Context: an optimization exercise on an open-source flow, tuned for small area and a short achievable clock period. The choices shown serve that exercise and are no tape-out recipe.
Only simulation tests tie the RTL to the original design; equivalence was not proved.
Power is estimated from default activity; no workload was simulated.

### flow/design.v
module piped_wallace_mult(
    input wire clock, reset,
    input wire [15:0] x, y,
    output reg [31:0] prod
);
    reg [59:0] r1;
    reg [90:0] r2;
    reg [55:0] r3;
    reg v1, v2, v3;
    wire g1 = x[1] & x[0];
    wire q2 = x[1] ^ x[0];
    wire g3 = x[2] & x[1];
    wire q4 = x[2] ^ x[1];
    wire g5 = x[3] & x[2];
    wire q6 = x[3] ^ x[2];
    wire g7 = x[4] & x[3];
    wire q8 = x[4] ^ x[3];
    wire g9 = x[5] & x[4];
    wire q10 = x[5] ^ x[4];
    wire g11 = x[6] & x[5];
    wire q12 = x[6] ^ x[5];
    wire g13 = x[7] & x[6];
    wire q14 = x[7] ^ x[6];
    wire g15 = x[8] & x[7];
    wire q16 = x[8] ^ x[7];
    wire g17 = x[9] & x[8];
    wire q18 = x[9] ^ x[8];
    wire g19 = x[10] & x[9];
    wire q20 = x[10] ^ x[9];
    wire g21 = x[11] & x[10];
    wire q22 = x[11] ^ x[10];
    wire g23 = x[12] & x[11];
    wire q24 = x[12] ^ x[11];
    wire g25 = x[13] & x[12];
    wire q26 = x[13] ^ x[12];
    wire g27 = x[14] & x[13];
    wire q28 = x[14] ^ x[13];
    wire g29 = x[15] & x[14];
    wire q30 = x[15] ^ x[14];
    wire t31, u32;
    pfx i33 (.gh(g5), .ph(q6), .gl(g3), .pl(q4), .g(t31), .p(u32));
    wire t34, u35;
    pfx i36 (.gh(g9), .ph(q10), .gl(g7), .pl(q8), .g(t34), .p(u35));
    wire t37, u38;
    pfx i39 (.gh(g13), .ph(q14), .gl(g11), .pl(q12), .g(t37), .p(u38));
    wire t40, u41;
    pfx i42 (.gh(g17), .ph(q18), .gl(g15), .pl(q16), .g(t40), .p(u41));
    wire t43, u44;
    pfx i45 (.gh(g21), .ph(q22), .gl(g19), .pl(q20), .g(t43), .p(u44));
    wire t46, u47;
    pfx i48 (.gh(g25), .ph(q26), .gl(g23), .pl(q24), .g(t46), .p(u47));
    wire t49, u50;
    pfx i51 (.gh(g29), .ph(q30), .gl(g27), .pl(q28), .g(t49), .p(u50));
    wire t52;
    pfx_g i53 (.gh(g3), .ph(q4), .gl(g1), .g(t52));
    wire t54;
    pfx_g i55 (.gh(t31), .ph(u32), .gl(g1), .g(t54));
    wire t56, u57;
    pfx i58 (.gh(g11), .ph(q12), .gl(t34), .pl(u35), .g(t56), .p(u57));
    wire t59, u60;
    pfx i61 (.gh(t37), .ph(u38), .gl(t34), .pl(u35), .g(t59), .p(u60));
    wire t62, u63;
    pfx i64 (.gh(g19), .ph(q20), .gl(t40), .pl(u41), .g(t62), .p(u63));
    wire t65, u66;
    pfx i67 (.gh(t43), .ph(u44), .gl(t40), .pl(u41), .g(t65), .p(u66));
    wire t68, u69;
    pfx i70 (.gh(g27), .ph(q28), .gl(t46), .pl(u47), .g(t68), .p(u69));
    wire t71, u72;
    pfx i73 (.gh(t49), .ph(u50), .gl(t46), .pl(u47), .g(t71), .p(u72));
    wire t74;
    pfx_g i75 (.gh(g7), .ph(q8), .gl(t54), .g(t74));
    wire t76;
    pfx_g i77 (.gh(t34), .ph(u35), .gl(t54), .g(t76));
    wire t78;
    pfx_g i79 (.gh(t56), .ph(u57), .gl(t54), .g(t78));
    wire t80;
    pfx_g i81 (.gh(t59), .ph(u60), .gl(t54), .g(t80));
    wire t82, u83;
    pfx i84 (.gh(g23), .ph(q24), .gl(t65), .pl(u66), .g(t82), .p(u83));
    wire t85, u86;
    pfx i87 (.gh(t46), .ph(u47), .gl(t65), .pl(u66), .g(t85), .p(u86));
    wire t88, u89;
    pfx i90 (.gh(t68), .ph(u69), .gl(t65), .pl(u66), .g(t88), .p(u89));
    wire t91, u92;
    pfx i93 (.gh(t71), .ph(u72), .gl(t65), .pl(u66), .g(t91), .p(u92));
    wire t94;
    pfx_g i95 (.gh(g15), .ph(q16), .gl(t80), .g(t94));
    wire t96;
    pfx_g i97 (.gh(t40), .ph(u41), .gl(t80), .g(t96));
    wire t98;
    pfx_g i99 (.gh(t62), .ph(u63), .gl(t80), .g(t98));
    wire t100;
    pfx_g i101 (.gh(t65), .ph(u66), .gl(t80), .g(t100));
    wire t102;
    pfx_g i103 (.gh(t82), .ph(u83), .gl(t80), .g(t102));
    wire t104;
    pfx_g i105 (.gh(t85), .ph(u86), .gl(t80), .g(t104));
    wire t106;
    pfx_g i107 (.gh(t88), .ph(u89), .gl(t80), .g(t106));
    wire t108;
    pfx_g i109 (.gh(t91), .ph(u92), .gl(t80), .g(t108));
    wire t110 = x[15] & t108;
    wire z111 = q4 ^ g1;
    wire z112 = q6 ^ t52;
    wire z113 = q8 ^ t54;
    wire z114 = q10 ^ t74;
    wire z115 = q12 ^ t76;
    wire z116 = q14 ^ t78;
    wire z117 = q16 ^ t80;
    wire z118 = q18 ^ t94;
    wire z119 = q20 ^ t96;
    wire z120 = q22 ^ t98;
    wire z121 = q24 ^ t100;
    wire z122 = q26 ^ t102;
    wire z123 = q28 ^ t104;
    wire z124 = q30 ^ t106;
    wire z125 = x[15] ^ t108;
    wire p126 = ((r1[33] & r1[0]) | (r1[35] & r1[0])) ^ r1[37];
    wire p127 = ((r1[33] & r1[1]) | (r1[34] & r1[0]) | (r1[35] & r1[16])) ^ r1[37];
    wire p128 = ((r1[33] & r1[2]) | (r1[34] & r1[1]) | (r1[35] & r1[17]) | (r1[36] & r1[0])) ^ r1[37];
    wire p129 = ((r1[33] & r1[3]) | (r1[34] & r1[2]) | (r1[35] & r1[18]) | (r1[36] & r1[1])) ^ r1[37];
    wire p130 = ((r1[33] & r1[4]) | (r1[34] & r1[3]) | (r1[35] & r1[19]) | (r1[36] & r1[2])) ^ r1[37];
    wire p131 = ((r1[33] & r1[5]) | (r1[34] & r1[4]) | (r1[35] & r1[20]) | (r1[36] & r1[3])) ^ r1[37];
    wire p132 = ((r1[33] & r1[6]) | (r1[34] & r1[5]) | (r1[35] & r1[21]) | (r1[36] & r1[4])) ^ r1[37];
    wire p133 = ((r1[33] & r1[7]) | (r1[34] & r1[6]) | (r1[35] & r1[22]) | (r1[36] & r1[5])) ^ r1[37];
    wire p134 = ((r1[33] & r1[8]) | (r1[34] & r1[7]) | (r1[35] & r1[23]) | (r1[36] & r1[6])) ^ r1[37];
    wire p135 = ((r1[33] & r1[9]) | (r1[34] & r1[8]) | (r1[35] & r1[24]) | (r1[36] & r1[7])) ^ r1[37];
    wire p136 = ((r1[33] & r1[10]) | (r1[34] & r1[9]) | (r1[35] & r1[25]) | (r1[36] & r1[8])) ^ r1[37];
    wire p137 = ((r1[33] & r1[11]) | (r1[34] & r1[10]) | (r1[35] & r1[26]) | (r1[36] & r1[9])) ^ r1[37];
    wire p138 = ((r1[33] & r1[12]) | (r1[34] & r1[11]) | (r1[35] & r1[27]) | (r1[36] & r1[10])) ^ r1[37];
    wire p139 = ((r1[33] & r1[13]) | (r1[34] & r1[12]) | (r1[35] & r1[28]) | (r1[36] & r1[11])) ^ r1[37];
    wire p140 = ((r1[33] & r1[14]) | (r1[34] & r1[13]) | (r1[35] & r1[29]) | (r1[36] & r1[12])) ^ r1[37];
    wire p141 = ((r1[33] & r1[15]) | (r1[34] & r1[14]) | (r1[35] & r1[30]) | (r1[36] & r1[13])) ^ r1[37];
    wire p142 = ((r1[34] & r1[15]) | (r1[35] & r1[31]) | (r1[36] & r1[14])) ^ r1[37];
    wire p143 = ((r1[35] & r1[32]) | (r1[36] & r1[15])) ^ r1[37];
    wire p144 = ((r1[38] & r1[0]) | (r1[40] & r1[0])) ^ r1[42];
    wire p145 = ((r1[38] & r1[1]) | (r1[39] & r1[0]) | (r1[40] & r1[16])) ^ r1[42];
    wire p146 = ((r1[38] & r1[2]) | (r1[39] & r1[1]) | (r1[40] & r1[17]) | (r1[41] & r1[0])) ^ r1[42];
    wire p147 = ((r1[38] & r1[3]) | (r1[39] & r1[2]) | (r1[40] & r1[18]) | (r1[41] & r1[1])) ^ r1[42];
    wire p148 = ((r1[38] & r1[4]) | (r1[39] & r1[3]) | (r1[40] & r1[19]) | (r1[41] & r1[2])) ^ r1[42];
    wire p149 = ((r1[38] & r1[5]) | (r1[39] & r1[4]) | (r1[40] & r1[20]) | (r1[41] & r1[3])) ^ r1[42];
    wire p150 = ((r1[38] & r1[6]) | (r1[39] & r1[5]) | (r1[40] & r1[21]) | (r1[41] & r1[4])) ^ r1[42];
    wire p151 = ((r1[38] & r1[7]) | (r1[39] & r1[6]) | (r1[40] & r1[22]) | (r1[41] & r1[5])) ^ r1[42];
    wire p152 = ((r1[38] & r1[8]) | (r1[39] & r1[7]) | (r1[40] & r1[23]) | (r1[41] & r1[6])) ^ r1[42];
    wire p153 = ((r1[38] & r1[9]) | (r1[39] & r1[8]) | (r1[40] & r1[24]) | (r1[41] & r1[7])) ^ r1[42];
    wire p154 = ((r1[38] & r1[10]) | (r1[39] & r1[9]) | (r1[40] & r1[25]) | (r1[41] & r1[8])) ^ r1[42];
    wire p155 = ((r1[38] & r1[11]) | (r1[39] & r1[10]) | (r1[40] & r1[26]) | (r1[41] & r1[9])) ^ r1[42];
    wire p156 = ((r1[38] & r1[12]) | (r1[39] & r1[11]) | (r1[40] & r1[27]) | (r1[41] & r1[10])) ^ r1[42];
    wire p157 = ((r1[38] & r1[13]) | (r1[39] & r1[12]) | (r1[40] & r1[28]) | (r1[41] & r1[11])) ^ r1[42];
    wire p158 = ((r1[38] & r1[14]) | (r1[39] & r1[13]) | (r1[40] & r1[29]) | (r1[41] & r1[12])) ^ r1[42];
    wire p159 = ((r1[38] & r1[15]) | (r1[39] & r1[14]) | (r1[40] & r1[30]) | (r1[41] & r1[13])) ^ r1[42];
    wire p160 = ((r1[39] & r1[15]) | (r1[40] & r1[31]) | (r1[41] & r1[14])) ^ r1[42];
    wire p161 = ((r1[40] & r1[32]) | (r1[41] & r1[15])) ^ r1[42];
    wire p162 = ((r1[43] & r1[0]) | (r1[45] & r1[0])) ^ r1[47];
    wire p163 = ((r1[43] & r1[1]) | (r1[44] & r1[0]) | (r1[45] & r1[16])) ^ r1[47];
    wire p164 = ((r1[43] & r1[2]) | (r1[44] & r1[1]) | (r1[45] & r1[17]) | (r1[46] & r1[0])) ^ r1[47];
    wire p165 = ((r1[43] & r1[3]) | (r1[44] & r1[2]) | (r1[45] & r1[18]) | (r1[46] & r1[1])) ^ r1[47];
    wire p166 = ((r1[43] & r1[4]) | (r1[44] & r1[3]) | (r1[45] & r1[19]) | (r1[46] & r1[2])) ^ r1[47];
    wire p167 = ((r1[43] & r1[5]) | (r1[44] & r1[4]) | (r1[45] & r1[20]) | (r1[46] & r1[3])) ^ r1[47];
    wire p168 = ((r1[43] & r1[6]) | (r1[44] & r1[5]) | (r1[45] & r1[21]) | (r1[46] & r1[4])) ^ r1[47];
    wire p169 = ((r1[43] & r1[7]) | (r1[44] & r1[6]) | (r1[45] & r1[22]) | (r1[46] & r1[5])) ^ r1[47];
    wire p170 = ((r1[43] & r1[8]) | (r1[44] & r1[7]) | (r1[45] & r1[23]) | (r1[46] & r1[6])) ^ r1[47];
    wire p171 = ((r1[43] & r1[9]) | (r1[44] & r1[8]) | (r1[45] & r1[24]) | (r1[46] & r1[7])) ^ r1[47];
    wire p172 = ((r1[43] & r1[10]) | (r1[44] & r1[9]) | (r1[45] & r1[25]) | (r1[46] & r1[8])) ^ r1[47];
    wire p173 = ((r1[43] & r1[11]) | (r1[44] & r1[10]) | (r1[45] & r1[26]) | (r1[46] & r1[9])) ^ r1[47];
    wire p174 = ((r1[43] & r1[12]) | (r1[44] & r1[11]) | (r1[45] & r1[27]) | (r1[46] & r1[10])) ^ r1[47];
    wire p175 = ((r1[43] & r1[13]) | (r1[44] & r1[12]) | (r1[45] & r1[28]) | (r1[46] & r1[11])) ^ r1[47];
    wire p176 = ((r1[43] & r1[14]) | (r1[44] & r1[13]) | (r1[45] & r1[29]) | (r1[46] & r1[12])) ^ r1[47];
    wire p177 = ((r1[43] & r1[15]) | (r1[44] & r1[14]) | (r1[45] & r1[30]) | (r1[46] & r1[13])) ^ r1[47];
    wire p178 = ((r1[44] & r1[15]) | (r1[45] & r1[31]) | (r1[46] & r1[14])) ^ r1[47];
    wire p179 = ((r1[45] & r1[32]) | (r1[46] & r1[15])) ^ r1[47];
    wire p180 = ((r1[48] & r1[0]) | (r1[50] & r1[0])) ^ r1[52];
    wire p181 = ((r1[48] & r1[1]) | (r1[49] & r1[0]) | (r1[50] & r1[16])) ^ r1[52];
    wire p182 = ((r1[48] & r1[2]) | (r1[49] & r1[1]) | (r1[50] & r1[17]) | (r1[51] & r1[0])) ^ r1[52];
    wire p183 = ((r1[48] & r1[3]) | (r1[49] & r1[2]) | (r1[50] & r1[18]) | (r1[51] & r1[1])) ^ r1[52];
    wire p184 = ((r1[48] & r1[4]) | (r1[49] & r1[3]) | (r1[50] & r1[19]) | (r1[51] & r1[2])) ^ r1[52];
    wire p185 = ((r1[48] & r1[5]) | (r1[49] & r1[4]) | (r1[50] & r1[20]) | (r1[51] & r1[3])) ^ r1[52];
    wire p186 = ((r1[48] & r1[6]) | (r1[49] & r1[5]) | (r1[50] & r1[21]) | (r1[51] & r1[4])) ^ r1[52];
    wire p187 = ((r1[48] & r1[7]) | (r1[49] & r1[6]) | (r1[50] & r1[22]) | (r1[51] & r1[5])) ^ r1[52];
    wire p188 = ((r1[48] & r1[8]) | (r1[49] & r1[7]) | (r1[50] & r1[23]) | (r1[51] & r1[6])) ^ r1[52];
    wire p189 = ((r1[48] & r1[9]) | (r1[49] & r1[8]) | (r1[50] & r1[24]) | (r1[51] & r1[7])) ^ r1[52];
    wire p190 = ((r1[48] & r1[10]) | (r1[49] & r1[9]) | (r1[50] & r1[25]) | (r1[51] & r1[8])) ^ r1[52];
    wire p191 = ((r1[48] & r1[11]) | (r1[49] & r1[10]) | (r1[50] & r1[26]) | (r1[51] & r1[9])) ^ r1[52];
    wire p192 = ((r1[48] & r1[12]) | (r1[49] & r1[11]) | (r1[50] & r1[27]) | (r1[51] & r1[10])) ^ r1[52];
    wire p193 = ((r1[48] & r1[13]) | (r1[49] & r1[12]) | (r1[50] & r1[28]) | (r1[51] & r1[11])) ^ r1[52];
    wire p194 = ((r1[48] & r1[14]) | (r1[49] & r1[13]) | (r1[50] & r1[29]) | (r1[51] & r1[12])) ^ r1[52];
    wire p195 = ((r1[48] & r1[15]) | (r1[49] & r1[14]) | (r1[50] & r1[30]) | (r1[51] & r1[13])) ^ r1[52];
    wire p196 = ((r1[49] & r1[15]) | (r1[50] & r1[31]) | (r1[51] & r1[14])) ^ r1[52];
    wire p197 = ((r1[50] & r1[32]) | (r1[51] & r1[15])) ^ r1[52];
    wire p198 = ((r1[53] & r1[0]) | (r1[55] & r1[0])) ^ r1[57];
    wire p199 = ((r1[53] & r1[1]) | (r1[54] & r1[0]) | (r1[55] & r1[16])) ^ r1[57];
    wire p200 = ((r1[53] & r1[2]) | (r1[54] & r1[1]) | (r1[55] & r1[17]) | (r1[56] & r1[0])) ^ r1[57];
    wire p201 = ((r1[53] & r1[3]) | (r1[54] & r1[2]) | (r1[55] & r1[18]) | (r1[56] & r1[1])) ^ r1[57];
    wire p202 = ((r1[53] & r1[4]) | (r1[54] & r1[3]) | (r1[55] & r1[19]) | (r1[56] & r1[2])) ^ r1[57];
    wire p203 = ((r1[53] & r1[5]) | (r1[54] & r1[4]) | (r1[55] & r1[20]) | (r1[56] & r1[3])) ^ r1[57];
    wire p204 = ((r1[53] & r1[6]) | (r1[54] & r1[5]) | (r1[55] & r1[21]) | (r1[56] & r1[4])) ^ r1[57];
    wire p205 = ((r1[53] & r1[7]) | (r1[54] & r1[6]) | (r1[55] & r1[22]) | (r1[56] & r1[5])) ^ r1[57];
    wire p206 = ((r1[53] & r1[8]) | (r1[54] & r1[7]) | (r1[55] & r1[23]) | (r1[56] & r1[6])) ^ r1[57];
    wire p207 = ((r1[53] & r1[9]) | (r1[54] & r1[8]) | (r1[55] & r1[24]) | (r1[56] & r1[7])) ^ r1[57];
    wire p208 = ((r1[53] & r1[10]) | (r1[54] & r1[9]) | (r1[55] & r1[25]) | (r1[56] & r1[8])) ^ r1[57];
    wire p209 = ((r1[53] & r1[11]) | (r1[54] & r1[10]) | (r1[55] & r1[26]) | (r1[56] & r1[9])) ^ r1[57];
    wire p210 = ((r1[53] & r1[12]) | (r1[54] & r1[11]) | (r1[55] & r1[27]) | (r1[56] & r1[10])) ^ r1[57];
    wire p211 = ((r1[53] & r1[13]) | (r1[54] & r1[12]) | (r1[55] & r1[28]) | (r1[56] & r1[11])) ^ r1[57];
    wire p212 = ((r1[53] & r1[14]) | (r1[54] & r1[13]) | (r1[55] & r1[29]) | (r1[56] & r1[12])) ^ r1[57];
    wire p213 = ((r1[53] & r1[15]) | (r1[54] & r1[14]) | (r1[55] & r1[30]) | (r1[56] & r1[13])) ^ r1[57];
    wire p214 = ((r1[54] & r1[15]) | (r1[55] & r1[31]) | (r1[56] & r1[14])) ^ r1[57];
    wire p215 = ((r1[55] & r1[32]) | (r1[56] & r1[15])) ^ r1[57];
    wire p216 = (r1[58] & r1[0]);
    wire p217 = (r1[58] & r1[1]) | (r1[59] & r1[0]);
    wire p218 = (r1[58] & r1[2]) | (r1[59] & r1[1]);
    wire p219 = (r1[58] & r1[3]) | (r1[59] & r1[2]);
    wire p220 = (r1[58] & r1[4]) | (r1[59] & r1[3]);
    wire p221 = (r1[58] & r1[5]) | (r1[59] & r1[4]);
    wire p222 = (r1[58] & r1[6]) | (r1[59] & r1[5]);
    wire p223 = (r1[58] & r1[7]) | (r1[59] & r1[6]);
    wire p224 = (r1[58] & r1[8]) | (r1[59] & r1[7]);
    wire p225 = (r1[58] & r1[9]) | (r1[59] & r1[8]);
    wire p226 = (r1[58] & r1[10]) | (r1[59] & r1[9]);
    wire p227 = (r1[58] & r1[11]) | (r1[59] & r1[10]);
    wire p228 = (r1[58] & r1[12]) | (r1[59] & r1[11]);
    wire p229 = (r1[58] & r1[13]) | (r1[59] & r1[12]);
    wire p230 = (r1[58] & r1[14]) | (r1[59] & r1[13]);
    wire p231 = (r1[58] & r1[15]) | (r1[59] & r1[14]);
    wire p232 = (r1[59] & r1[15]);
    wire p233 = ~r1[37];
    wire p234 = ~r1[42];
    wire p235 = ~r1[47];
    wire p236 = ~r1[52];
    wire p237 = ~r1[57];
    wire s238, c239;
    fa_m i240 (.a(p129), .b(p144), .c(r1[42]), .s(s238), .co(c239));
    wire s241, c242;
    fa_m i243 (.a(p132), .b(p147), .c(p162), .s(s241), .co(c242));
    wire s244, c245;
    fa_m i246 (.a(p133), .b(p148), .c(p163), .s(s244), .co(c245));
    wire s247, c248;
    fa_m i249 (.a(p134), .b(p149), .c(p164), .s(s247), .co(c248));
    wire s250, c251;
    fa_m i252 (.a(p135), .b(p150), .c(p165), .s(s250), .co(c251));
    wire s253, c254;
    fa_m i255 (.a(p136), .b(p151), .c(p166), .s(s253), .co(c254));
    wire s256, c257;
    fa_m i258 (.a(p137), .b(p152), .c(p167), .s(s256), .co(c257));
    wire s259, c260;
    fa_m i261 (.a(p138), .b(p153), .c(p168), .s(s259), .co(c260));
    wire s262, c263;
    fa_m i264 (.a(p183), .b(p198), .c(r1[57]), .s(s262), .co(c263));
    wire s265, c266;
    fa_m i267 (.a(p139), .b(p154), .c(p169), .s(s265), .co(c266));
    wire s268, c269;
    ha_m i270 (.a(p184), .b(p199), .s(s268), .co(c269));
    wire s271, c272;
    fa_m i273 (.a(p140), .b(p155), .c(p170), .s(s271), .co(c272));
    wire s274, c275;
    ha_m i276 (.a(p185), .b(p200), .s(s274), .co(c275));
    wire s277, c278;
    fa_m i279 (.a(p141), .b(p156), .c(p171), .s(s277), .co(c278));
    wire s280, c281;
    fa_m i282 (.a(p186), .b(p201), .c(p216), .s(s280), .co(c281));
    wire s283, c284;
    fa_m i285 (.a(p142), .b(p157), .c(p172), .s(s283), .co(c284));
    wire s286, c287;
    fa_m i288 (.a(p187), .b(p202), .c(p217), .s(s286), .co(c287));
    wire s289, c290;
    fa_m i291 (.a(p143), .b(p158), .c(p173), .s(s289), .co(c290));
    wire s292, c293;
    fa_m i294 (.a(p188), .b(p203), .c(p218), .s(s292), .co(c293));
    wire s295, c296;
    fa_m i297 (.a(p159), .b(p174), .c(p189), .s(s295), .co(c296));
    wire s298, c299;
    fa_m i300 (.a(p204), .b(p219), .c(r1[37]), .s(s298), .co(c299));
    wire s301, c302;
    fa_m i303 (.a(p160), .b(p175), .c(p190), .s(s301), .co(c302));
    wire s304, c305;
    fa_m i306 (.a(p205), .b(p220), .c(r1[37]), .s(s304), .co(c305));
    wire s307, c308;
    fa_m i309 (.a(p161), .b(p176), .c(p191), .s(s307), .co(c308));
    wire s310, c311;
    fa_m i312 (.a(p206), .b(p221), .c(r1[37]), .s(s310), .co(c311));
    wire s313, c314;
    fa_m i315 (.a(p177), .b(p192), .c(p207), .s(s313), .co(c314));
    wire s316, c317;
    fa_m i318 (.a(p222), .b(p233), .c(p234), .s(s316), .co(c317));
    wire s319, c320;
    fa_m i321 (.a(p178), .b(p193), .c(p208), .s(s319), .co(c320));
    wire s322 = p223 ^ 1'b1;
    wire c323 = p223 & 1'b1;
    wire s324, c325;
    fa_m i326 (.a(p179), .b(p194), .c(p209), .s(s324), .co(c325));
    wire s327 = p224 ^ 1'b1;
    wire c328 = p224 & 1'b1;
    wire s329, c330;
    fa_m i331 (.a(p195), .b(p210), .c(p225), .s(s329), .co(c330));
    wire s332, c333;
    fa_m i334 (.a(p196), .b(p211), .c(p226), .s(s332), .co(c333));
    wire s335, c336;
    fa_m i337 (.a(p197), .b(p212), .c(p227), .s(s335), .co(c336));
    wire s338, c339;
    fa_m i340 (.a(p213), .b(p228), .c(p236), .s(s338), .co(c339));
    wire s341 = p214 ^ p229 ^ 1'b1;
    wire c342 = (p214 & p229) | (p214 & 1'b1) | (p229 & 1'b1);
    wire s343 = p215 ^ p230 ^ 1'b1;
    wire c344 = (p215 & p230) | (p215 & 1'b1) | (p230 & 1'b1);
    wire s345, c346;
    ha_m i347 (.a(r2[16]), .b(r2[17]), .s(s345), .co(c346));
    wire s348, c349;
    ha_m i350 (.a(r2[20]), .b(r2[21]), .s(s348), .co(c349));
    wire s351, c352;
    ha_m i353 (.a(r2[23]), .b(r2[24]), .s(s351), .co(c352));
    wire s354, c355;
    ha_m i356 (.a(r2[26]), .b(r2[27]), .s(s354), .co(c355));
    wire s357, c358;
    fa_m i359 (.a(r2[29]), .b(r2[30]), .c(r2[31]), .s(s357), .co(c358));
    wire s360, c361;
    fa_m i362 (.a(r2[33]), .b(r2[34]), .c(r2[35]), .s(s360), .co(c361));
    wire s363, c364;
    fa_m i365 (.a(r2[37]), .b(r2[38]), .c(r2[39]), .s(s363), .co(c364));
    wire s366, c367;
    fa_m i368 (.a(r2[41]), .b(r2[42]), .c(r2[43]), .s(s366), .co(c367));
    wire s369, c370;
    fa_m i371 (.a(r2[45]), .b(r2[46]), .c(r2[47]), .s(s369), .co(c370));
    wire s372, c373;
    fa_m i374 (.a(r2[49]), .b(r2[50]), .c(r2[51]), .s(s372), .co(c373));
    wire s375, c376;
    fa_m i377 (.a(r2[53]), .b(r2[54]), .c(r2[55]), .s(s375), .co(c376));
    wire s378, c379;
    fa_m i380 (.a(r2[57]), .b(r2[58]), .c(r2[59]), .s(s378), .co(c379));
    wire s381, c382;
    fa_m i383 (.a(r2[61]), .b(r2[62]), .c(r2[63]), .s(s381), .co(c382));
    wire s384, c385;
    fa_m i386 (.a(r2[65]), .b(r2[66]), .c(r2[67]), .s(s384), .co(c385));
    wire s387, c388;
    fa_m i389 (.a(r2[69]), .b(r2[70]), .c(r2[71]), .s(s387), .co(c388));
    wire s390, c391;
    fa_m i392 (.a(r2[73]), .b(r2[74]), .c(r2[75]), .s(s390), .co(c391));
    wire s393, c394;
    ha_m i395 (.a(r2[77]), .b(r2[78]), .s(s393), .co(c394));
    wire s396, c397;
    ha_m i398 (.a(r2[79]), .b(r2[80]), .s(s396), .co(c397));
    wire s399, c400;
    ha_m i401 (.a(r2[5]), .b(r2[6]), .s(s399), .co(c400));
    wire s402, c403;
    ha_m i404 (.a(r2[8]), .b(r2[9]), .s(s402), .co(c403));
    wire s405, c406;
    ha_m i407 (.a(r2[10]), .b(r2[11]), .s(s405), .co(c406));
    wire s408, c409;
    ha_m i410 (.a(r2[12]), .b(r2[13]), .s(s408), .co(c409));
    wire s411, c412;
    ha_m i413 (.a(r2[14]), .b(r2[15]), .s(s411), .co(c412));
    wire s414, c415;
    fa_m i416 (.a(s345), .b(r2[18]), .c(r2[19]), .s(s414), .co(c415));
    wire s417, c418;
    fa_m i419 (.a(c346), .b(s348), .c(r2[22]), .s(s417), .co(c418));
    wire s420, c421;
    fa_m i422 (.a(c349), .b(s351), .c(r2[25]), .s(s420), .co(c421));
    wire s423, c424;
    fa_m i425 (.a(c352), .b(s354), .c(r2[28]), .s(s423), .co(c424));
    wire s426, c427;
    fa_m i428 (.a(c355), .b(s357), .c(r2[32]), .s(s426), .co(c427));
    wire s429, c430;
    fa_m i431 (.a(c358), .b(s360), .c(r2[36]), .s(s429), .co(c430));
    wire s432, c433;
    fa_m i434 (.a(c361), .b(s363), .c(r2[40]), .s(s432), .co(c433));
    wire s435, c436;
    fa_m i437 (.a(c364), .b(s366), .c(r2[44]), .s(s435), .co(c436));
    wire s438, c439;
    fa_m i440 (.a(c367), .b(s369), .c(r2[48]), .s(s438), .co(c439));
    wire s441, c442;
    fa_m i443 (.a(c370), .b(s372), .c(r2[52]), .s(s441), .co(c442));
    wire s444, c445;
    fa_m i446 (.a(c373), .b(s375), .c(r2[56]), .s(s444), .co(c445));
    wire s447, c448;
    fa_m i449 (.a(c376), .b(s378), .c(r2[60]), .s(s447), .co(c448));
    wire s450, c451;
    fa_m i452 (.a(c379), .b(s381), .c(r2[64]), .s(s450), .co(c451));
    wire s453, c454;
    fa_m i455 (.a(c382), .b(s384), .c(r2[68]), .s(s453), .co(c454));
    wire s456, c457;
    fa_m i458 (.a(c385), .b(s387), .c(r2[72]), .s(s456), .co(c457));
    wire s459, c460;
    fa_m i461 (.a(c388), .b(s390), .c(r2[76]), .s(s459), .co(c460));
    wire s462 = c391 ^ s393 ^ 1'b1;
    wire c463 = (c391 & s393) | (c391 & 1'b1) | (s393 & 1'b1);
    wire s464 = c394 ^ s396 ^ 1'b1;
    wire c465 = (c394 & s396) | (c394 & 1'b1) | (s396 & 1'b1);
    wire s466, c467;
    fa_m i468 (.a(c397), .b(r2[81]), .c(r2[82]), .s(s466), .co(c467));
    wire s469, c470;
    ha_m i471 (.a(r2[83]), .b(r2[84]), .s(s469), .co(c470));
    wire s472, c473;
    ha_m i474 (.a(r2[85]), .b(r2[86]), .s(s472), .co(c473));
    wire s475, c476;
    fa_m i477 (.a(r2[87]), .b(r2[88]), .c(r2[89]), .s(s475), .co(c476));
    wire s478 = r2[90] ^ 1'b1;
    wire c479 = r2[90] & 1'b1;
    wire g480 = r2[0] & r2[1];
    wire q481 = r2[0] ^ r2[1];
    wire g482 = s399 & r2[7];
    wire q483 = s399 ^ r2[7];
    wire g484 = c400 & s402;
    wire q485 = c400 ^ s402;
    wire g486 = c403 & s405;
    wire q487 = c403 ^ s405;
    wire g488 = c406 & s408;
    wire q489 = c406 ^ s408;
    wire g490 = c409 & s411;
    wire q491 = c409 ^ s411;
    wire t492 = r2[2] & g480;
    wire u493 = r2[4] & r2[3];
    wire t494, u495;
    pfx i496 (.gh(g484), .ph(q485), .gl(g482), .pl(q483), .g(t494), .p(u495));
    wire t497, u498;
    pfx i499 (.gh(g488), .ph(q489), .gl(g486), .pl(q487), .g(t497), .p(u498));
    wire t500 = r2[3] & t492;
    wire t501 = u493 & t492;
    wire t502, u503;
    pfx i504 (.gh(g486), .ph(q487), .gl(t494), .pl(u495), .g(t502), .p(u503));
    wire t505, u506;
    pfx i507 (.gh(t497), .ph(u498), .gl(t494), .pl(u495), .g(t505), .p(u506));
    wire t508;
    pfx_g i509 (.gh(g482), .ph(q483), .gl(t501), .g(t508));
    wire t510;
    pfx_g i511 (.gh(t494), .ph(u495), .gl(t501), .g(t510));
    wire t512;
    pfx_g i513 (.gh(t502), .ph(u503), .gl(t501), .g(t512));
    wire t514;
    pfx_g i515 (.gh(t505), .ph(u506), .gl(t501), .g(t514));
    wire t516;
    pfx_g i517 (.gh(g490), .ph(q491), .gl(t514), .g(t516));
    wire z518 = r2[2] ^ g480;
    wire z519 = r2[3] ^ t492;
    wire z520 = r2[4] ^ t500;
    wire z521 = q483 ^ t501;
    wire z522 = q485 ^ t508;
    wire z523 = q487 ^ t510;
    wire z524 = q489 ^ t512;
    wire z525 = q491 ^ t514;
    wire t526;
    pfx_g i527 (.gh(r3[10]), .ph(r3[11]), .gl(r3[9]), .g(t526));
    wire t528, u529;
    pfx i530 (.gh(r3[14]), .ph(r3[15]), .gl(r3[12]), .pl(r3[13]), .g(t528), .p(u529));
    wire t531, u532;
    pfx i533 (.gh(r3[18]), .ph(r3[19]), .gl(r3[16]), .pl(r3[17]), .g(t531), .p(u532));
    wire t534, u535;
    pfx i536 (.gh(r3[22]), .ph(r3[23]), .gl(r3[20]), .pl(r3[21]), .g(t534), .p(u535));
    wire t537, u538;
    pfx i539 (.gh(r3[26]), .ph(r3[27]), .gl(r3[24]), .pl(r3[25]), .g(t537), .p(u538));
    wire t540, u541;
    pfx i542 (.gh(r3[30]), .ph(r3[31]), .gl(r3[28]), .pl(r3[29]), .g(t540), .p(u541));
    wire t543, u544;
    pfx i545 (.gh(r3[34]), .ph(r3[35]), .gl(r3[32]), .pl(r3[33]), .g(t543), .p(u544));
    wire t546, u547;
    pfx i548 (.gh(r3[38]), .ph(r3[39]), .gl(r3[36]), .pl(r3[37]), .g(t546), .p(u547));
    wire t549, u550;
    pfx i551 (.gh(r3[42]), .ph(r3[43]), .gl(r3[40]), .pl(r3[41]), .g(t549), .p(u550));
    wire t552, u553;
    pfx i554 (.gh(r3[46]), .ph(r3[47]), .gl(r3[44]), .pl(r3[45]), .g(t552), .p(u553));
    wire t555, u556;
    pfx i557 (.gh(r3[50]), .ph(r3[51]), .gl(r3[48]), .pl(r3[49]), .g(t555), .p(u556));
    wire t558;
    pfx_g i559 (.gh(r3[12]), .ph(r3[13]), .gl(t526), .g(t558));
    wire t560;
    pfx_g i561 (.gh(t528), .ph(u529), .gl(t526), .g(t560));
    wire t562, u563;
    pfx i564 (.gh(r3[20]), .ph(r3[21]), .gl(t531), .pl(u532), .g(t562), .p(u563));
    wire t565, u566;
    pfx i567 (.gh(t534), .ph(u535), .gl(t531), .pl(u532), .g(t565), .p(u566));
    wire t568, u569;
    pfx i570 (.gh(r3[28]), .ph(r3[29]), .gl(t537), .pl(u538), .g(t568), .p(u569));
    wire t571, u572;
    pfx i573 (.gh(t540), .ph(u541), .gl(t537), .pl(u538), .g(t571), .p(u572));
    wire t574, u575;
    pfx i576 (.gh(r3[36]), .ph(r3[37]), .gl(t543), .pl(u544), .g(t574), .p(u575));
    wire t577, u578;
    pfx i579 (.gh(t546), .ph(u547), .gl(t543), .pl(u544), .g(t577), .p(u578));
    wire t580, u581;
    pfx i582 (.gh(r3[44]), .ph(r3[45]), .gl(t549), .pl(u550), .g(t580), .p(u581));
    wire t583, u584;
    pfx i585 (.gh(t552), .ph(u553), .gl(t549), .pl(u550), .g(t583), .p(u584));
    wire t586, u587;
    pfx i588 (.gh(r3[52]), .ph(r3[53]), .gl(t555), .pl(u556), .g(t586), .p(u587));
    wire t589;
    pfx_g i590 (.gh(r3[16]), .ph(r3[17]), .gl(t560), .g(t589));
    wire t591;
    pfx_g i592 (.gh(t531), .ph(u532), .gl(t560), .g(t591));
    wire t593;
    pfx_g i594 (.gh(t562), .ph(u563), .gl(t560), .g(t593));
    wire t595;
    pfx_g i596 (.gh(t565), .ph(u566), .gl(t560), .g(t595));
    wire t597, u598;
    pfx i599 (.gh(r3[32]), .ph(r3[33]), .gl(t571), .pl(u572), .g(t597), .p(u598));
    wire t600, u601;
    pfx i602 (.gh(t543), .ph(u544), .gl(t571), .pl(u572), .g(t600), .p(u601));
    wire t603, u604;
    pfx i605 (.gh(t574), .ph(u575), .gl(t571), .pl(u572), .g(t603), .p(u604));
    wire t606, u607;
    pfx i608 (.gh(t577), .ph(u578), .gl(t571), .pl(u572), .g(t606), .p(u607));
    wire t609, u610;
    pfx i611 (.gh(r3[48]), .ph(r3[49]), .gl(t583), .pl(u584), .g(t609), .p(u610));
    wire t612, u613;
    pfx i614 (.gh(t555), .ph(u556), .gl(t583), .pl(u584), .g(t612), .p(u613));
    wire t615, u616;
    pfx i617 (.gh(t586), .ph(u587), .gl(t583), .pl(u584), .g(t615), .p(u616));
    wire t618;
    pfx_g i619 (.gh(r3[24]), .ph(r3[25]), .gl(t595), .g(t618));
    wire t620;
    pfx_g i621 (.gh(t537), .ph(u538), .gl(t595), .g(t620));
    wire t622;
    pfx_g i623 (.gh(t568), .ph(u569), .gl(t595), .g(t622));
    wire t624;
    pfx_g i625 (.gh(t571), .ph(u572), .gl(t595), .g(t624));
    wire t626;
    pfx_g i627 (.gh(t597), .ph(u598), .gl(t595), .g(t626));
    wire t628;
    pfx_g i629 (.gh(t600), .ph(u601), .gl(t595), .g(t628));
    wire t630;
    pfx_g i631 (.gh(t603), .ph(u604), .gl(t595), .g(t630));
    wire t632;
    pfx_g i633 (.gh(t606), .ph(u607), .gl(t595), .g(t632));
    wire t634;
    pfx_g i635 (.gh(r3[40]), .ph(r3[41]), .gl(t632), .g(t634));
    wire t636;
    pfx_g i637 (.gh(t549), .ph(u550), .gl(t632), .g(t636));
    wire t638;
    pfx_g i639 (.gh(t580), .ph(u581), .gl(t632), .g(t638));
    wire t640;
    pfx_g i641 (.gh(t583), .ph(u584), .gl(t632), .g(t640));
    wire t642;
    pfx_g i643 (.gh(t609), .ph(u610), .gl(t632), .g(t642));
    wire t644;
    pfx_g i645 (.gh(t612), .ph(u613), .gl(t632), .g(t644));
    wire t646;
    pfx_g i647 (.gh(t615), .ph(u616), .gl(t632), .g(t646));
    wire z648 = r3[11] ^ r3[9];
    wire z649 = r3[13] ^ t526;
    wire z650 = r3[15] ^ t558;
    wire z651 = r3[17] ^ t560;
    wire z652 = r3[19] ^ t589;
    wire z653 = r3[21] ^ t591;
    wire z654 = r3[23] ^ t593;
    wire z655 = r3[25] ^ t595;
    wire z656 = r3[27] ^ t618;
    wire z657 = r3[29] ^ t620;
    wire z658 = r3[31] ^ t622;
    wire z659 = r3[33] ^ t624;
    wire z660 = r3[35] ^ t626;
    wire z661 = r3[37] ^ t628;
    wire z662 = r3[39] ^ t630;
    wire z663 = r3[41] ^ t632;
    wire z664 = r3[43] ^ t634;
    wire z665 = r3[45] ^ t636;
    wire z666 = r3[47] ^ t638;
    wire z667 = r3[49] ^ t640;
    wire z668 = r3[51] ^ t642;
    wire z669 = r3[53] ^ t644;
    wire z670 = r3[55] ^ t646;
    wire [31:0] result = {z670, z669, z668, z667, z666, z665, z664, z663, z662, z661, z660, z659, z658, z657, z656, z655, z654, z653, z652, z651, z650, z649, z648, r3[8], r3[7], r3[6], r3[5], r3[4], r3[3], r3[2], r3[1], r3[0]};
    always @(posedge clock) begin
        r1 <= {(y[14] & y[15]), (y[14] & ~y[15]) | (~y[14] & y[15]), y[14], (y[11] & y[12] & y[13] & ~y[14]) | (~y[11] & ~y[12] & ~y[13] & y[14]), (y[11] & ~y[12] & y[13] & ~y[14]) | (~y[11] & y[12] & y[13] & ~y[14]) | (y[11] & ~y[12] & ~y[13] & y[14]) | (~y[11] & y[12] & ~y[13] & y[14]), (y[11] & y[12] & ~y[13] & ~y[14]) | (~y[11] & ~y[12] & y[13] & ~y[14]) | (y[11] & y[12] & ~y[13] & y[14]) | (~y[11] & ~y[12] & y[13] & y[14]), (y[11] & ~y[12] & ~y[13] & ~y[14]) | (~y[11] & y[12] & ~y[13] & ~y[14]) | (y[11] & ~y[12] & y[13] & y[14]) | (~y[11] & y[12] & y[13] & y[14]), y[11], (y[8] & y[9] & y[10] & ~y[11]) | (~y[8] & ~y[9] & ~y[10] & y[11]), (y[8] & ~y[9] & y[10] & ~y[11]) | (~y[8] & y[9] & y[10] & ~y[11]) | (y[8] & ~y[9] & ~y[10] & y[11]) | (~y[8] & y[9] & ~y[10] & y[11]), (y[8] & y[9] & ~y[10] & ~y[11]) | (~y[8] & ~y[9] & y[10] & ~y[11]) | (y[8] & y[9] & ~y[10] & y[11]) | (~y[8] & ~y[9] & y[10] & y[11]), (y[8] & ~y[9] & ~y[10] & ~y[11]) | (~y[8] & y[9] & ~y[10] & ~y[11]) | (y[8] & ~y[9] & y[10] & y[11]) | (~y[8] & y[9] & y[10] & y[11]), y[8], (y[5] & y[6] & y[7] & ~y[8]) | (~y[5] & ~y[6] & ~y[7] & y[8]), (y[5] & ~y[6] & y[7] & ~y[8]) | (~y[5] & y[6] & y[7] & ~y[8]) | (y[5] & ~y[6] & ~y[7] & y[8]) | (~y[5] & y[6] & ~y[7] & y[8]), (y[5] & y[6] & ~y[7] & ~y[8]) | (~y[5] & ~y[6] & y[7] & ~y[8]) | (y[5] & y[6] & ~y[7] & y[8]) | (~y[5] & ~y[6] & y[7] & y[8]), (y[5] & ~y[6] & ~y[7] & ~y[8]) | (~y[5] & y[6] & ~y[7] & ~y[8]) | (y[5] & ~y[6] & y[7] & y[8]) | (~y[5] & y[6] & y[7] & y[8]), y[5], (y[2] & y[3] & y[4] & ~y[5]) | (~y[2] & ~y[3] & ~y[4] & y[5]), (y[2] & ~y[3] & y[4] & ~y[5]) | (~y[2] & y[3] & y[4] & ~y[5]) | (y[2] & ~y[3] & ~y[4] & y[5]) | (~y[2] & y[3] & ~y[4] & y[5]), (y[2] & y[3] & ~y[4] & ~y[5]) | (~y[2] & ~y[3] & y[4] & ~y[5]) | (y[2] & y[3] & ~y[4] & y[5]) | (~y[2] & ~y[3] & y[4] & y[5]), (y[2] & ~y[3] & ~y[4] & ~y[5]) | (~y[2] & y[3] & ~y[4] & ~y[5]) | (y[2] & ~y[3] & y[4] & y[5]) | (~y[2] & y[3] & y[4] & y[5]), y[2], (~y[0] & ~y[1] & y[2]), (y[0] & y[1] & ~y[2]) | (y[0] & ~y[1] & y[2]), (~y[0] & y[1] & ~y[2]) | (~y[0] & y[1] & y[2]), (y[0] & ~y[1] & ~y[2]) | (y[0] & y[1] & y[2]), t110, z125, z124, z123, z122, z121, z120, z119, z118, z117, z116, z115, z114, z113, z112, z111, q2, x[15], x[14], x[13], x[12], x[11], x[10], x[9], x[8], x[7], x[6], x[5], x[4], x[3], x[2], x[1], x[0]};
        r2 <= {p232, p237, p231, c344, s343, c342, s341, c339, s338, c336, s335, c333, s332, c330, p235, s329, c328, c325, s327, s324, c323, c320, s322, s319, c317, c314, s316, s313, c311, c308, s310, s307, c305, c302, s304, s301, c299, c296, s298, s295, c293, c290, s292, s289, c287, c284, s286, s283, c281, c278, s280, s277, c275, c272, s274, s271, c269, c266, s268, s265, c263, c260, s262, s259, c257, p182, s256, c254, p181, s253, c251, r1[52], p180, s250, c248, s247, c245, s244, c242, r1[47], s241, p146, p131, p145, p130, c239, s238, p128, p127, r1[37], p126};
        r3 <= {c476 ^ s478, c476 & s478, c473 ^ s475, c473 & s475, c470 ^ s472, c470 & s472, c467 ^ s469, c467 & s469, c465 ^ s466, c465 & s466, c463 ^ s464, c463 & s464, c460 ^ s462, c460 & s462, c457 ^ s459, c457 & s459, c454 ^ s456, c454 & s456, c451 ^ s453, c451 & s453, c448 ^ s450, c448 & s450, c445 ^ s447, c445 & s447, c442 ^ s444, c442 & s444, c439 ^ s441, c439 & s441, c436 ^ s438, c436 & s438, c433 ^ s435, c433 & s435, c430 ^ s432, c430 & s432, c427 ^ s429, c427 & s429, c424 ^ s426, c424 & s426, c421 ^ s423, c421 & s423, c418 ^ s420, c418 & s420, c415 ^ s417, c415 & s417, c412 ^ s414, c412 & s414, t516, z525, z524, z523, z522, z521, z520, z519, z518, q481};
    end
    always @(posedge clock or posedge reset)
        if (reset) begin
            v1 <= 1'b0; v2 <= 1'b0; v3 <= 1'b0; prod <= 32'd0;
        end else begin
            v1 <= 1'b1; v2 <= v1; v3 <= v2;
            prod <= v3 ? result : 32'd0;
        end
endmodule
module fa_m(input wire a, b, c, output wire s, co);
    assign s = a ^ b ^ c;
    assign co = (a & b) | (a & c) | (b & c);
endmodule
module ha_m(input wire a, b, output wire s, co);
    assign s = a ^ b;
    assign co = a & b;
endmodule
module pfx(input wire gh, ph, gl, pl, output wire g, p);
    assign g = gh | (ph & gl);
    assign p = ph & pl;
endmodule
module pfx_g(input wire gh, ph, gl, output wire g);
    assign g = gh | (ph & gl);
endmodule
### flow/standard.sh
#!/bin/bash
# synth_recipe.tcl (not shown) runs the flow's synth.tcl, then flattens the netlist and writes it again
# the make line also repeats each setting of config.mk as NAME=value (left out here)
make -C /OpenROAD-flow-scripts/flow DESIGN_CONFIG=/design/flow/config.mk WORK_HOME=/design/flow/orfs CLKGATE_MAP_FILE= SYNTH_SCRIPT=/design/flow/synth_recipe.tcl "${@:-finish}"
### flow/constraint.sdc
create_clock -name core_clock -period 2.8 [get_ports {clock}]
set_input_delay 0.5600 -clock core_clock [delete_from_list [all_inputs] [get_ports {clock}]]
set_output_delay 0.5600 -clock core_clock [all_outputs]
set_load 0.01 [all_outputs]
### flow/flow/run.sh
#!/bin/bash
# The standard layout (standard.sh, unchanged synthesis), except that the
# port buffers are plain buffers instead of delay cells. Tool output: standard.log
# here and ORFS's own logs under orfs/logs.
set -e
echo 'export BUFFER_PORTS_ARGS = -buffer_cell sky130_fd_sc_hd__buf_1' >> "$FLOW_CONFIG"
bash standard.sh > standard.log 2>&1
### flow/config.mk
export PLATFORM = sky130hd
export DESIGN_NAME = piped_wallace_mult
export DESIGN_NICKNAME = piped_wallace_mult
export VERILOG_FILES = /design/flow/design.v
export SDC_FILE = /design/flow/constraint.sdc
export NUM_CORES = 4
export LEC_CHECK = 0
export CAP_MARGIN = 20
export CORE_MARGIN = 2
export CORE_UTILIZATION = 40
export CTS_CLUSTER_DIAMETER = 150
export CTS_CLUSTER_SIZE = 30
export SETUP_SLACK_MARGIN = 0.95
export SLEW_MARGIN = 20
export SYNTH_HIERARCHICAL = 1
export SYNTH_MINIMUM_KEEP_SIZE = 0
export BUFFER_PORTS_ARGS = -buffer_cell sky130_fd_sc_hd__buf_1
==> results of run 1 <==
[logic make-up after synthesis]
family / after synthesis / synth area share (%)
flops: 241 / 40.5
simple gates: 118 / 5.79
other cells: 1 / 0.0304
fa+ha+maj: 127 / 16.6
buf+inv: 108 / 5.76
xor+xnor: 143 / 10.1
compound gates: 267 / 21.2
[critical path: stages, from the launching register on]
cell and delay (ps):
dfxtp_2 420, buf_4 210, a22o_2 230, a221oi_2 230
xnor2_1 190, fa_1 450
[flip-flops by register name, summed over array words and instances (netlist names)]
register,count
r2,91
r1,60
r3,55
v2,1
v3,1
prod,32
v1,1
[worst paths after layout]
kind	end	slack, ps	cells after the start
setup / recovery	r2[67]$_DFF_P_	940	5
hold / removal	prod[16]$_DFF_PP0_	130	3
setup reg to reg	r2[67]$_DFF_P_	940	5
hold reg to reg	v3$_DFF_PP0_	360	0
max in group asynchronous	prod[8]$_DFF_PP0_	2340	3
min in group core_clock	r1[0]$_DFF_P_	200	1
[cell type report]
class	instances	share of cell area [%]
Clock buffer	17	2.54
Multi-Input combinational cell	656	50.5
Timing Repair Buffer	113	4.68
Tap cell	396	3.70
Sequential cell	241	37.8
Inverter	20	0.560
Clock inverter	1	0.224
[per-stage QoR]
step,cell area (um^2),hold slack [ps]
2_1_floorplan,12400,326
3_3_place_gp,12800,332
3_5_place_dp,12800,336
4_1_cts,13300,139
5_1_grt,13400,177
6_report,13400,128
[cells in the final DEF (no fill, tap or decap), types with 5 or more instances in the layout]
| cell type | n |
|---|---|
| a21o_1 | 85 |
| a221oi_1 | 5 |
| a221oi_2 | 63 |
| a222oi_1 | 10 |
| a22o_1 | 59 |
| a22o_2 | 23 |
| a22oi_1 | 7 |
| and2_1 | 82 |
| buf_1 | 63 |
| buf_4 | 45 |
| clkbuf_16 | 13 |
| dfrtp_1 | 35 |
| dfxtp_1 | 172 |
| dfxtp_2 | 27 |
| dfxtp_4 | 7 |
| fa_1 | 61 |
| ha_1 | 60 |
| ha_4 | 5 |
| inv_1 | 20 |
| nand2_1 | 12 |
| nor2_1 | 8 |
| nor2b_1 | 6 |
| o21ai_0 | 9 |
| xnor2_1 | 99 |
| xor2_1 | 43 |
[per-module statistics from Yosys (local to each module, per instance)]
| module | copies in the design | cells inside | cell area (um^2) |
|---|---|---|---|
| piped_wallace_mult | 1 | 794 | 9980 |
| pfx | 47 | 2 | 13.8 |
| fa_m | 61 | 1 | 20.0 |
| pfx_g | 41 | 1 | 7.51 |
| ha_m | 15 | 1 | 12.5 |
[power groups by stage]
stage / Sequential [mW] / Combinational (mW) / Clock [mW]
detailed placement: 5.38 / 4.60 / 0
finish: 5.29 / 4.68 / 1.96
global placement: 5.37 / 4.52 / 0
CTS: 5.29 / 4.73 / 2.06
floorplan: 5.16 / 3.51 / 0
global route: 5.42 / 5.52 / 2.19
[layer usage]
| metal | routed length, um | track usage (%) | vias to the layer above |
|---|---|---|---|
| met3 | 993 | 2.17 | 26 |
| met5 | 0 | 0 | - |
| met4 | 321 | 3.48 | 0 |
| li1 | - | - | 3624 |
| met1 | 12500 | 22.9 | 3589 |
| met2 | 10900 | 24.1 | 167 |
[what timing repair did]
action                     in CTS  in global routing
pin swaps                       8                 11
setup endpoints to repair      58                 29
setup buffers                   4                  5
resized for setup              37                 20
cloned                          0                  0
==> flow_summary.toml, run 1 <==
[sta]
relSlewSlack_pct = 50.4
finalSetupTns_ps = 0
fin_crit_sh_pct = 66.4
worst_pin_slew_ps = 744
skew_ps = 38.3
setup_viol = 0
final_max_slew_viol_count = 0
hold_viol_final = 0
rsz0062_at_grt = "true"
fmax_mhz = 538
period_minus_slack_ps = 1860
fin_ws_ps = 941

[detailed_routing]
dr.pass1.iters = 5
drc = 0
drtIter0Drc = 503
ant_nets = 0
drt-total-wl_um = 24700
num_vias = 7406
viasPerCell = 5.13
wire_per_inst_um = 17.1

[clock_network]
cts_buffers = 12
root_buffer = "clkbuf_16"
clk_pin_slew_worst_paths_ps = 110
cts_tree = "done"
clkSinkCount = 241
htreeDepth = 1
clk_latency_ps = 490
cts_buffer_depth = 3
holdBufCountCts = 0

[synth]
synth_edf_count = 0
synthMostInstantiatedCell = "dfxtp_1"
ys.warnings.count = 7
seq_area_frac_synth_pct = 40.5
syn_nets = 1166
netlist-cell-type-count = 30
avgSynthCellArea_um2 = 12.3
synth_common_cells = "dfxtp_1, xnor2_1, a21o_1, and2_1, ha_1"
synth.top_cell.area_share_pct = 33.4
synth_cells = 1005
synth.cell_area_mm2 = 0.0123
async_flop_share_pct = 14.5
ys.flop_type = "dfxtp_1"
yosysTopAreaCell = "dfxtp_1"
synth-seq-cells = 241
synth_area_leaders = "dfxtp_1, fa_1, a221oi_2, dfrtp_1, xnor2_1"

[global_routing]
grt_pass1_vias = 7596
track_usage_pct = 15.5
antenna_found_initial = 0
grt_max_degree = 36
grt_pass1_wl_um = 41700
overflow = 0

[power]
powerDensity_mw_per_mm2 = 890
p_switching_mw = 4.05
p_leak_nw = 5.84
combPwrFrac_pct = 39.2
intPower_mw = 7.88
sw_frac_of_total_pct = 34.0
p_seq_share_pct = 44.4
pwr-share-clk_pct = 16.4
power_mw = 11.9
peakVddDrop_uv = 412

[placement]
dp_hpwl_um = 18400
post-place-ws_ps = 440
dp.cells = 1417
gp_congestion = 0.841
io_buffer_count = 65

[worst_setup_path]
crit_fanout = 10
arrival_ps = 2220
start_kind = "register"
cp.required_ps = 3160
rr_startpoint = "r1[11]$_DFF_P_"
crit_type = "reg -> reg"
end_kind = "register"
crit_path_start = "r1[11]$_DFF_P_"

[finish]
area_growth_pct = 8.54
multi_input_area_mm2 = 0.00677
n_antenna_cell = 0
final_nets = 1205
drive_gt1_share_pct = 18.8
fillers = 2850
postLayoutCoreUtil_pct = 43.9
final-seq-area_mm2 = 0.00506
instances_no_fill = 1444

[floorplanning]
core_mm2 = 0.0305
dieArea_mm2 = 0.0323
rows = 64
initial_core_util_pct = 40.5
die_x_um = 180
die_h_um = 180
pin_count = 66

[job]
max_cap_viol_count = 0

[status]
outcome = "complete, no violations"

[hold_path]
hp-class = "in -> async"
==> run 2, diff against run 1 <==
--- a/flow/config.mk
+++ b/flow/config.mk
@@ -10,7 +10,7 @@
 export CORE_UTILIZATION = 40
 export CTS_CLUSTER_DIAMETER = 150
 export CTS_CLUSTER_SIZE = 30
-export SETUP_SLACK_MARGIN = 0.95
+export SETUP_SLACK_MARGIN = 1.0
 export SLEW_MARGIN = 20
 export SYNTH_HIERARCHICAL = 1
 export SYNTH_MINIMUM_KEEP_SIZE = 0
==> flow_summary.toml, run 2 <==
[status]
outcome = "complete, no violations"

[sta]
worst_hold_slack_ps = 134
skew_ps = 37.0
worst_pin_slew_ps = 777
relSlewSlack_pct = 48.2
setup_viol = 0
period_minus_slack_ps = 1800
hold_viol_final = 0
fmax_mhz = 555
fin_ws_ps = 997
finalSetupTns_ps = 0
fin_crit_sh_pct = 64.4
final_max_slew_viol_count = 0
rsz0062_at_grt = "true"

[placement]
post-place-ws_ps = 444
dp_hpwl_um = 18500
placed_area_mm2 = 0.0128
gp_congestion = 0.844
io_buffer_count = 65
dp.cells = 1417

[detailed_routing]
drt-total-wl_um = 25200
dr.pass1.iters = 5
drtIter0Drc = 634
num_vias = 7430
wire_per_inst_um = 17.3
drc = 0
viasPerCell = 5.10
ant_nets = 0

[worst_setup_path]
cpPeakStageDelay_ps = 480
slowest_stage = "fa_1"
start_kind = "register"
cp.required_ps = 3150
worstReg2RegEnd = "r2[55]$_DFF_P_"
crit_type = "reg -> reg"
rr_startpoint = "r1[11]$_DFF_P_"
crit_chain = "buf_12, a22o_4, a221oi_4, xnor2_2, fa_1"
crit_fanout = 11
rrSetupSlack_ps = 1000
crit_buf_inv = 1
end_kind = "register"
arrival_ps = 2150
crit_family = "adder cells"
reg2regPathDepth = 5

[clock_network]
clk_latency_ps = 490
root_buffer = "clkbuf_16"
cts_buffer_depth = 3
clkSinkCount = 241
cts_buffers = 12
htreeDepth = 1
cts_tree = "done"
clk_pin_slew_worst_paths_ps = 110

[synth]
syn_nets = 1166
seq_area_frac_synth_pct = 40.5
synth_edf_count = 0
netlist-cell-type-count = 30
yosysTopAreaCell = "dfxtp_1"
synth-seq-cells = 241
synth_cells = 1005
ys.flop_type = "dfxtp_1"
synth.top_cell.area_share_pct = 33.4
async_flop_share_pct = 14.5
synth_area_leaders = "dfxtp_1, fa_1, a221oi_2, dfrtp_1, xnor2_1"
ys.warnings.count = 7
synth_common_cells = "dfxtp_1, xnor2_1, a21o_1, and2_1, ha_1"
synth.cell_area_mm2 = 0.0123
avgSynthCellArea_um2 = 12.3
synthMostInstantiatedCell = "dfxtp_1"

[floorplanning]
dieArea_mm2 = 0.0323
rows = 64
core_mm2 = 0.0305
initial_core_util_pct = 40.5
die_x_um = 180
die_h_um = 180
pin_count = 66

[power]
p_seq_share_pct = 43.9
pwr-share-clk_pct = 16.3
power_mw = 12.1
p_switching_mw = 4.13
peakVddDrop_uv = 576
p_leak_nw = 5.97
powerDensity_mw_per_mm2 = 884
sw_frac_of_total_pct = 34.1
intPower_mw = 7.97
combPwrFrac_pct = 39.8

[global_routing]
grt_pass1_vias = 7775
grt_pass1_wl_um = 41800
overflow = 0
track_usage_pct = 15.6
antenna_found_initial = 0
grt_max_degree = 36

[finish]
layout_commonest_cell = "dfxtp_1"
n_antenna_cell = 0
drive_gt1_share_pct = 20.7
final_cell_area_mm2 = 0.0137
top_register = "r2"
final_nets = 1220
postLayoutCoreUtil_pct = 44.9
area_growth_pct = 10.9
layout_common_cells = "dfxtp_1, xnor2_1, a21o_1, and2_1, a221oi_2"
instances_no_fill = 1458
largestRegisters = "r2: 91 flops, r1: 60 flops, r3: 55 flops"
largest_reg_flops = 91

[hold_path]
hp-class = "in -> async"

[job]
max_cap_viol_count = 0
==> run 2: cell counts after synthesis <==
Identical to the previous run, type by type.
==> run 2: worst reg2reg max path: stages (launching register included) <==
cell	delay (ps)
dfxtp_4	400
buf_12	160
a22o_4	230
a221oi_4	230
xnor2_2	170
fa_1	480
==> run 2: power by group through the flow <==
stage          Sequential (mW)  Combinational [mW]  Clock, mW
2_1_floorplan             5.16                3.51          0
3_3_place_gp              5.37                4.52          0
3_5_place_dp              5.39                4.59          0
4_1_cts                   5.30                4.75       2.09
5_1_grt                   5.43                5.59       2.19
6_report                  5.30                4.81       1.98
==> run 2: layout make-up <==
cell class	instances	area, um^2
fillers	2768	16800
clock inverters	1	30.0
clock buffers	16	337
multi-input cells	656	6880
inverters	20	75.1
repair buffers	128	796
well taps	396	495
flip-flops and latches	241	5080
==> run 2: Yosys stat by module, one instance, submodules excluded <==
module	times used	flops+latches	cells	area, um^2
piped_wallace_mult	1	241	794	9980
fa_m	61	0	1	20.0
pfx	47	0	2	13.8
ha_m	15	0	1	12.5
pfx_g	41	0	1	7.51
==> run 2: cells by family after synthesis <==
family | Yosys count | share of synthesized area, %
AND/OR/NAND/NOR | 118 | 5.79
flip-flops | 241 | 40.5
other | 1 | 0.0304
buffers and inverters | 108 | 5.76
AO/OA/AOI/OAI | 267 | 21.2
XOR/XNOR | 143 | 10.1
adder cells (fa/ha/maj) | 127 | 16.6
==> run 2: worst max path at each step <==
stage / start / to / slack (ps) / cells after the start
after floorplan: x[1] / r1[31]$_DFF_P_ / 870 / 6
after global placement: x[3] / r1[31]$_DFF_P_ / 480 / 7
after detailed placement: x[2] / r1[31]$_DFF_P_ / 440 / 7
after CTS: r3[9]$_DFF_P_ / prod[26]$_DFF_PP0_ / 970 / 7
after global routing: r3[11]$_DFF_P_ / prod[30]$_DFF_PP0_ / 950 / 7
final: r1[11]$_DFF_P_ / r2[55]$_DFF_P_ / 1000 / 5
==> run 2: what timing repair did <==
item	4_1_cts	5_1_grt
pin swaps	9	36
gates cloned	0	1
hold buffers	0	0
setup endpoints to repair	67	45
setup buffers	8	15
resized for setup	46	40
==> run 2: routing by layer <==
layer	vias to the layer above	GRT usage, %	part of all wire [%]
met5	-	0	0
met4	0	3.58	1.7
li1	3656	-	-
met3	32	2.45	4.7
met2	191	24.3	44
met1	3551	22.7	50

==> separate check: timing with driven ports <==
Ports are ideal in the flow. The routed layouts listed here were re-timed in OpenROAD.
Step 1 assumes that a clkbuf_16 drives the clock port and a buf_2 every other input.
Step 2 also shifts input and output timing later by t, the mid clock arrival at the registers, as if the neighbouring blocks saw the same clock.
Three values: no drivers, after step 1, after step 2; two values: the first two.
run	shift t [ns]	setup slack, ns	worst hold slack (ns)	worst register clock-pin slew, ns	worst data-port slew with drivers (ns)
run 1	0.520	0.941 / 0.941 / 0.533	0.128 / 0.100 / 0.361	0.11 / 0.11	0.05
run 2	0.527	0.997 / 0.997 / 0.561	0.134 / 0.106 / 0.360	0.12 / 0.12	0.05
After both steps setup and hold are still met in every run listed. For run 2, which loses most, drivers alone change the setup slack by 0.000 ns; drivers and shift together by -0.436 ns.
